What follows belongs to an exercise in optimizing a design on an open flow for small area, a short achievable clock period and few clock cycles per item; a production flow would make more cautious choices.
The RTL was checked by simulation tests, not by an equivalence proof against the original design.
Power is estimated from default activity; no workload was simulated.

== tundra ==
==> flow/design.v <==
`timescale 1ns / 1ps
module adder_speck(ain1,
             ain2,
             add_out,
             c56
    );
    input [63:0] ain1;
    input [63:0] ain2;
    output [63:0] add_out;
    output c56;                  
    wire [63:0] G [0:6];
    wire [63:0] P [0:6];
    assign G[0] = ain1 & ain2;
    assign P[0] = ain1 ^ ain2;
    genvar l, i;
    generate
        for (l = 0; l < 6; l = l + 1) begin : lv
            for (i = 0; i < 64; i = i + 1) begin : bt
                if (i & (1 << l)) begin : c
                    localparam integer J = ((i >> l) << l) - 1;
                    assign G[l+1][i] = G[l][i] | (P[l][i] & G[l][J]);
                    assign P[l+1][i] = P[l][i] & P[l][J];
                end else begin : p
                    assign G[l+1][i] = G[l][i];
                    assign P[l+1][i] = P[l][i];
                end
            end
        end
    endgenerate
    assign add_out = P[0] ^ {G[6][62:0], 1'b0};
    assign c56 = G[6][55];
endmodule
`timescale 1ns / 1ps
module shift_right_speck(in,
                   out
    );
    input[63:0] in;
    output[63:0] out;
    assign out = (in>>7);
endmodule
`timescale 1ns / 1ps
module shift_left_speck(in,
                  out
    );
    input[63:0] in;
    output[63:0] out;
    assign out = (in<<2);
endmodule
`timescale 1ns / 1ps
module adder_rc4(input [3:0] in1,in2,
             output [4:0] out
    );
        assign out = in1+in2;
endmodule
`timescale 1ns / 1ps
module mod16_rc4(input  [4:0] in,
              output [3:0] out
    );
    assign out = (in % 16);
endmodule
`timescale 1ns / 1ps
module speck_rc4_keygen (
    input             clk,
    input             rst,
    input             start,
    input      [63:0] X,
    input      [63:0] Y1,
    input      [63:0] K1,
    input      [63:0] H1,
    input      [3:0]  add_to_read,
    output            ready,
    output     [3:0]  out,
    output     [31:0] final_out
);
    reg        idle, speck, hash, ksa, prga, flush;
    reg [3:0]  cnt;             
    reg [3:0]  jAq, r2, r3;     
    reg [3:0]  tAr, tBr, aval;  
    reg        asel;
    reg [63:0] A, B, K, C;
    wire [63:0] sum;
    wire        c56;
    adder_speck add (.ain1(A >> 7), .ain2(B), .add_out(sum), .c56(c56));
    wire [63:0] r_new = sum ^ (hash ? (A << 2) : K);           
    wire [63:0] ky    = K ^ (B << 2);
    wire [63:0] y_new = sum ^ ky;
    wire [63:0] h0    = (sum << 2) ^ ((ky << 2) ^ C);          
    wire [7:0] htop0 = ({7'd0, A[63]} + B[63:56])        ^ A[61:54];
    wire [7:0] htop1 = ({7'd0, A[63]} + B[63:56] + 8'd1) ^ A[61:54];
    wire [7:0] htop  = c56 ? htop1 : htop0;
    wire [3:0] k0_0  = htop0[7:4];
    wire [3:0] k0_1  = htop1[7:4];
    wire [3:0] kk_0  = htop0[7:4] + htop0[3:0];
    wire [3:0] kk_1  = htop1[7:4] + htop1[3:0];
    wire [3:0] kk    = c56 ? kk_1 : kk_0;
    function [3:0] rd(input [63:0] s, input [3:0] idx);
        rd = s[4*idx +: 4];
    endfunction
    wire [3:0] o0 = {3'd0, prga};           
    wire [3:0] o1 = {2'd0, prga, ~prga};    
    wire [3:0] ka = A[63:60];               
    wire [3:0] kb = A[59:56];               
    wire [3:0] sa = prga ? B[7:4]  : B[3:0];
    wire [3:0] sb = prga ? B[11:8] : B[7:4];
    wire [3:0] jAr = jAq;
    wire [3:0] sjA = rd(B, jAr);
    wire       c1  = (jAr == o1);
    wire [3:0] sbA = c1 ? sa : sb;
    wire [3:0] jBr = c1 ? r3 : r2;
    wire [3:0] sjB = (jBr == jAr) ? sa : (jBr == o0) ? sjA : rd(B, jBr);
    reg [63:0] Bn;
    integer p;
    always @* begin
        for (p = 0; p < 16; p = p + 1)
            Bn[4*p +: 4] = (p[3:0] == jBr) ? sbA :
                           (p[3:0] == o1)  ? sjB :
                           (p[3:0] == jAr) ? sa  :
                           (p[3:0] == o0)  ? sjA : B[4*p +: 4];
    end
    wire [3:0] nb2  = 4'd14 - cnt;                  
    wire [3:0] sa_n = sa + nb2;
    wire [3:0] sb_n = sb + nb2;
    wire [3:0] tAs  = (sa - cnt) + sjA;             
    wire [3:0] tAn  = sa_n + sjA;                   
    wire [3:0] tBn  = (c1 ? sa_n : sb_n) + sjB;     
    wire       ksa_last = ksa && (cnt == 4'd14);
    wire       prga_nx  = prga || ksa_last;
    wire [3:0] s2_nx = (jBr == 4'd2) ? sbA : (jAr == 4'd2) ? sa : B[11:8];
    wire [3:0] s3_nx = (jBr == 4'd3) ? sbA : (jAr == 4'd3) ? sa : B[15:12];
    wire [3:0] s4_nx = (jBr == 4'd4) ? sbA : (jAr == 4'd4) ? sa : B[19:16];
    wire [3:0] sa_nx = prga_nx ? s3_nx : s2_nx;
    wire [3:0] sb_nx = prga_nx ? s4_nx : s3_nx;
    wire [3:0] kn2  = A[55:52] - 4'd2;
    wire [3:0] kkn2 = A[55:52] + A[51:48] - 4'd2;
    wire [3:0] qa   = c1 ? r3 + kn2  : r2 + kn2;
    wire [3:0] qk   = c1 ? r3 + kkn2 : r2 + kkn2;
    wire [3:0] qam  = ksa_last ? 4'd0 : qa;       
    wire [3:0] qkm  = ksa_last ? 4'd0 : qk;       
    wire [3:0] jA_nx = qam + sa_nx;
    wire [3:0] r2_nx = qkm + sa_nx + sb_nx;
    wire [3:0] r3_nx = qkm + {sa_nx[2:0], 1'b0};
    wire [3:0] ksA = asel ? aval : rd(B, tAr);
    wire [3:0] ksB = rd(B, tBr);
    reg [63:0] S_init;
    always @* begin
        for (p = 0; p < 16; p = p + 1)
            S_init[4*p +: 4] = p[3:0];
    end
    always @(posedge clk) begin
        if (rst) begin
            idle  <= 1'b1;
            speck <= 1'b0;
            hash  <= 1'b0;
            ksa   <= 1'b0;
            prga  <= 1'b0;
            flush <= 1'b0;
        end else begin
            if (idle && start) begin
                idle  <= 1'b0;
                speck <= 1'b1;
            end
            if (speck && cnt == 4'd6) begin
                speck <= 1'b0;
                hash  <= 1'b1;
            end
            if (hash && cnt == 4'd7) begin
                hash <= 1'b0;
                ksa  <= 1'b1;
            end
            if (ksa_last) begin
                ksa  <= 1'b0;
                prga <= 1'b1;
            end
            if (prga && cnt == 4'd14) begin
                prga  <= 1'b0;
                flush <= 1'b1;
            end
            if (flush) begin
                flush <= 1'b0;
                idle  <= 1'b1;
            end
        end
    end
    always @(posedge clk) begin
        if (idle || flush) begin
            cnt <= 4'd0;
        end else if (speck) begin
            cnt <= (cnt == 4'd6) ? 4'd0 : cnt + 4'd1;
        end else if (hash) begin
            cnt   <= (cnt == 4'd7) ? 4'd0 : cnt + 4'd1;
            jAq <= c56 ? k0_1 : k0_0;      
            r2  <= kk + 4'd1;              
            r3  <= kk;                     
        end else begin
            cnt   <= cnt + 4'd2;
            jAq   <= jA_nx;
            r2    <= r2_nx;
            r3    <= r3_nx;
            tAr   <= tAn;
            tBr   <= tBn;
            asel  <= (tAs == o1) || (tAs == jBr);
            aval  <= (tAs == o1) ? sbA : sjB;
        end
    end
    always @(posedge clk) begin
        if (idle) begin
            if (start)
                A <= X;
            B <= Y1;
            K <= K1;
            C <= H1;
        end else if (speck) begin
            A <= (cnt == 4'd6) ? h0 : r_new;
            B <= (cnt == 4'd6) ? K : y_new;
        end else if (hash) begin
            A <= r_new;
            if (cnt == 4'd7)
                B <= S_init;
        end else begin    
            A <= {A[55:0], (ksa ? 8'd0 : {ksA, ksB})};
            B <= {Bn[7:0], Bn[63:8]};
        end
    end
    assign ready = idle;
    wire [3:0] KS [0:15];
    genvar gi;
    generate
        for (gi = 0; gi < 16; gi = gi + 1) begin : g_ks
            assign KS[gi] = A[63 - 4*gi -: 4];
        end
    endgenerate
    assign out       = KS[add_to_read];
    assign final_out = {KS[0] ^ KS[2],  KS[1] ^ KS[3],
                        KS[4] ^ KS[6],  KS[5] ^ KS[7],
                        KS[8] ^ KS[10], KS[9] ^ KS[11],
                        KS[12] ^ KS[14], KS[13] ^ KS[15]};
endmodule
export LEC_CHECK = 0
export ABC_CLOCK_PERIOD_IN_PS = 4000
export CAP_MARGIN = 20
export CORE_MARGIN = 2
export CORE_UTILIZATION = 40
export CTS_CLUSTER_DIAMETER = 100
export CTS_CLUSTER_SIZE = 16
export SETUP_SLACK_MARGIN = 2.6
export SLEW_MARGIN = 20
export TNS_END_PERCENT = 10
create_clock -name core_clock -period 7.0 [get_ports {clk}]
standard.sh (not shown) runs the stock make flow with config.mk's settings and CLKGATE_MAP_FILE= SYNTH_SCRIPT=/design/flow/synth_recipe.tcl, a recipe that flattens the netlist after the stock synthesis.
==> flow/flow/run.sh <==
#!/bin/bash
# Standard ORFS flow (the standard.sh, standard synthesis unchanged);
# the only change is the cell used to buffer the ports: buf_1 instead of
# the default clkdlybuf4s50_1 (every port still gets its own buffer).
set -o pipefail
bash standard.sh BUFFER_PORTS_ARGS="-buffer_cell sky130_fd_sc_hd__buf_1" finish > flow_make.log 2>&1
Testbench counts of tundra, summed over its fixed seeds: cycles 10,560, items 320.
Here is what was changed in the inputs of sierra compared with tundra.
==> flow/flow/run.sh <==
#!/bin/bash
# Standard ORFS flow (the standard.sh, standard synthesis unchanged) with
# two layout settings changed:
#  - ports are buffered with buf_1 instead of clkdlybuf4s50_1 (every port
#    still gets its own buffer);
#  - timing repair may resize a cell to any footprint (MATCH_CELL_FOOTPRINT=0),
#    not only to cells of the same width.
set -o pipefail
bash standard.sh BUFFER_PORTS_ARGS="-buffer_cell sky130_fd_sc_hd__buf_1" MATCH_CELL_FOOTPRINT=0 finish > flow_make.log 2>&1
diff --git a/flow/config.mk b/flow/config.mk
--- a/flow/config.mk
+++ b/flow/config.mk
@@ -12,2 +11,0 @@
-export CTS_CLUSTER_DIAMETER = 100
-export CTS_CLUSTER_SIZE = 16
@@ -16 +13,0 @@
-export TNS_END_PERCENT = 10
==> results.txt <==
- Compared with tundra, placement density in the core of sierra is higher.
- sierra ended up with a higher wire length of the first global-routing pass than tundra did.
- Going from tundra to sierra, the summed area of non-filler cells in the final layout was found to have gone up by 1.9%.
- Comparing sierra and tundra, clock-buffer cell count is higher on sierra.
- tundra reports its worst setup path endpoint as out[1] while sierra reports out[2].
- Diff tundra..sierra | residual DRC count | negligible
- sierra: maximum ir drop on the vdd rail is 3.2% lower than what tundra reported.

========
RTL: the design.v shown in full above, as it stands there.
clock: 7.0 ns
lec_check: 0
abc_clock_period_in_ps: 4000
cap_margin: 20
core_margin: 2
core_utilization: 40
cts_cluster_diameter: 100
cts_cluster_size: 16
setup_slack_margin: 2.6
slew_margin: 20
==> flow/flow/run.sh <==
#!/bin/bash
# Standard ORFS flow (the standard.sh, standard synthesis unchanged);
# the only change is the cell used to buffer the ports: buf_1 instead of
# the default clkdlybuf4s50_1 (every port still gets its own buffer).
set -o pipefail
bash standard.sh BUFFER_PORTS_ARGS="-buffer_cell sky130_fd_sc_hd__buf_1" finish > flow_make.log 2>&1
The starting point completed without violations.
Testbench counts at the start, summed over its fixed seeds: cycles 10,560, items 320.
Change:
--- a/flow/config.mk
+++ b/flow/config.mk
@@ -12,2 +11,0 @@
-export CTS_CLUSTER_DIAMETER = 100
-export CTS_CLUSTER_SIZE = 16
Design area grows by 2.4%.
Setup slack improves by 0.029 ns.
Routed wire length stays flat.
Clock-buffer cell count grows by 9.
Maximum frequency grows by 0.67%.
Clock power grows by 46%.

========
speck_rc4_keygen, a different RTL version from the one above (not shown whole).
Size in the first run: roughly 2600 cells after synthesis, ~290 flip-flops, roughly 25000 um^2 of cells after synthesis.
==> flow/config.mk <==
export PLATFORM = sky130hd
export DESIGN_NAME = speck_rc4_keygen
export DESIGN_NICKNAME = speck_rc4_keygen
export VERILOG_FILES = /design/flow/design.v
export SDC_FILE = /design/flow/constraint.sdc
export NUM_CORES = 4
export LEC_CHECK = 0
export ABC_CLOCK_PERIOD_IN_PS = 4000
export CAP_MARGIN = 20
export CORE_MARGIN = 2
export CORE_UTILIZATION = 40
export CTS_CLUSTER_DIAMETER = 100
export CTS_CLUSTER_SIZE = 16
export SETUP_SLACK_MARGIN = 2.4
export SLEW_MARGIN = 20
==> flow/constraint.sdc <==
create_clock -name core_clock -period 7.0 [get_ports {clk}]
set_input_delay 1.4000 -clock core_clock [delete_from_list [all_inputs] [get_ports {clk}]]
set_output_delay 1.4000 -clock core_clock [all_outputs]
set_load 0.01 [all_outputs]
Scripts as last shown in full above: flow/flow/run.sh
Testbench counts at the start, summed over its fixed seeds: cycles 10,560, items 320.
Next try:
- SETUP_SLACK_MARGIN: 2.4 -> 2.6
Power went up by 2.8%.
Routed wire length went up by 4.1%.
Cell count went up by 1.3%.
Next try:
- PLACE_DENSITY: not set -> 0.75
After rerunning: Final cell count climbs slightly; wire length drops by a few percent; total power is about the same; cell area climbs slightly; utilization climbs by 0.31 points; setup slack is better by 0.0083 ns; global-route usage drops by 1.8 points; worst hold slack is better by 0.018 ns; fmax stays flat; sequential power hardly moves; via count climbs slightly.
Next try:
- PLACE_DENSITY: 0.75 -> not set
- SETUP_SLACK_MARGIN: 2.6 -> 2.8
Result:
- The changed run completed with no timing, DRC or antenna violations
- clock-buffer cell count increases by 1
- total power increases by 1.3%
- final cell count hardly moves
- critical path depth is unchanged
Next try:
- CTS_CLUSTER_SIZE: 16 -> 22
- PLACE_DENSITY: not set -> 0.75
- SETUP_SLACK_MARGIN: 2.8 -> 2.5
Total power came out lower by a few percent; cell area came out lower by a few percent; clock-buffer cell count came out lower by 11.
Next try:
- PLACE_DENSITY: 0.75 -> not set
- SETUP_SLACK_MARGIN: 2.5 -> 2.6
Outcome: The new run passed the timing, DRC and antenna checks; setup slack gains 0.092 ns; count of clock-buffer cells in the layout rose by 1; power rose by 2.7%.

========
== lane 1 ==
speck_rc4_keygen, a different RTL version from the one above (not shown whole).
For scale: ~290 flip-flops, roughly 300 I/O pins.
Design speck_rc4_keygen, start of the top module:
module speck_rc4_keygen (
    input             clk,
    input             rst,
    input             start,
    input      [63:0] X,
    input      [63:0] Y1,
    input      [63:0] K1,
    input      [63:0] H1,
    input      [3:0]  add_to_read,
    output            ready,
    output     [3:0]  out,
    output     [31:0] final_out
);
    reg        idle, speck, hash, ksa, prga, flush;
    reg        first;           
    reg [3:0]  cnt;             
    reg [3:0]  jAq, r2, r3;     
    reg [3:0]  tAr, tBr, aval;  
    reg        asel;
    reg [63:0] A, B, K, C;
    wire [63:0] sum   = (A >> 7) + B;
    wire [63:0] r_new = sum ^ (hash ? (A << 2) : K);    
    wire [63:0] y_new = r_new ^ (B << 2);
    wire [63:0] h0    = (y_new << 2) ^ C;               
    function [3:0] rd(input [63:0] s, input [3:0] idx);
        rd = s[4*idx +: 4];
    endfunction
    wire [3:0] o0 = {3'd0, prga};           
    wire [3:0] o1 = {2'd0, prga, ~prga};    
    wire [3:0] ka = A[63:60];               
    wire [3:0] kb = A[59:56];               
    wire [3:0] sa = prga ? B[7:4]  : B[3:0];
    wire [3:0] sb = prga ? B[11:8] : B[7:4];
    wire [3:0] jAr = first ? ka : jAq;
    wire [3:0] sjA = rd(B, jAr);
    wire       c1  = (jAr == o1);
  ...
==> flow/config.mk <==
export PLATFORM = sky130hd
export DESIGN_NAME = speck_rc4_keygen
export DESIGN_NICKNAME = speck_rc4_keygen
export VERILOG_FILES = /design/flow/design.v
export SDC_FILE = /design/flow/constraint.sdc
export NUM_CORES = 4
export LEC_CHECK = 0
export ABC_CLOCK_PERIOD_IN_PS = 4000
export CAP_MARGIN = 20
export CORE_MARGIN = 2
export CORE_UTILIZATION = 40
export SETUP_SLACK_MARGIN = 1.5
export SLEW_MARGIN = 20
==> flow/constraint.sdc <==
create_clock -name core_clock -period 7.0 [get_ports {clk}]
set_input_delay 1.4000 -clock core_clock [delete_from_list [all_inputs] [get_ports {clk}]]
set_output_delay 1.4000 -clock core_clock [all_outputs]
set_load 0.01 [all_outputs]
Scripts as last shown in full above: flow/flow/run.sh
Testbench counts of lane 1, summed over its fixed seeds: cycles 10,560, items 320.
For lane 2, these inputs were changed with respect to lane 1:
==> flow/run.sh (new file) <==
#!/bin/bash
# synth_recipe.tcl (not shown) runs the flow's synth.tcl, then flattens the netlist and writes it again
# the make line also repeats each setting of config.mk as NAME=value (left out here)
make -C /OpenROAD-flow-scripts/flow DESIGN_CONFIG=/design/flow/config.mk WORK_HOME=/design/flow/orfs CLKGATE_MAP_FILE= SYNTH_SCRIPT=/design/flow/synth_recipe.tcl finish
removed: flow/flow/run.sh
removed: flow/standard.sh
==> results.txt <==
Each of the runs, namely lane 1 and lane 2, reached the end of the flow and came out clean.
Overall via count from detail_route: lane 2 worse than lane 1
Diff lane 1 -> lane 2: setup slack shows a reduction of 71 ps, cell area went up by about 7%.
The fraction of power spent switching nets of lane 2 falls short of that of lane 1 by 0.70 points.
Per the comparison of lane 2 with lane 1, final critical-path share of the clock period now sits higher; relative area of clock buffers and inverters in the final design now sits lower.

separate check: timing with driven ports:
In the flow no input, the clock included, has a driving cell. The finished layouts below were timed again as built, in two steps.
Step 1 assumes that a clkbuf_16 drives the clock port and a buf_2 every other input.
Step 2 times the ports against the registers' clock, not the clock port: input delays grow and output delays shrink by t, the midpoint of the rising clock arrivals with the driver on.
Three values: no drivers, after step 1, after step 2; two values: the first two.
run | t, ns | setup WS [ns] | clock arrival spread, ns | cell pins on the clock port's net
tundra | 0.651 | 2.487 / 2.457 / 2.457 | 0.040 / 0.040 | 1
sierra | 0.619 | 2.584 / 2.548 / 2.548 | 0.015 / 0.015 | 1
the first run of note 2 | 0.655 | 2.597 / 2.597 / 2.597 | 0.039 / 0.039 | 1
the second run of note 2 | 0.643 | 2.626 / 2.619 / 2.619 | 0.037 / 0.037 | 1
the first run of note 3 | 0.635 | 2.431 / 2.368 / 2.368 | 0.025 / 0.025 | 1
the second run of note 3 | 0.652 | 2.565 / 2.565 / 2.565 | 0.028 / 0.028 | 1
the third run of note 3 | 0.635 | 2.574 / 2.508 / 2.508 | 0.030 / 0.030 | 1
the fourth run of note 3 | 0.634 | 2.591 / 2.543 / 2.543 | 0.030 / 0.030 | 1
the fifth run of note 3 | 0.623 | 2.484 / 2.484 / 2.484 | 0.038 / 0.039 | 1
the sixth run of note 3 | 0.629 | 2.576 / 2.563 / 2.563 | 0.035 / 0.035 | 1
lane 1 | 0.644 | 1.635 / 1.635 / 1.635 | 0.036 / 0.036 | 1
lane 2 | 0.636 | 1.564 / 1.484 / 1.484 | 0.028 / 0.028 | 1
After both steps every run listed still meets setup and hold. The setup slack of lane 2, which loses most, moves by -0.080 ns with the drivers and by -0.080 ns with both steps.
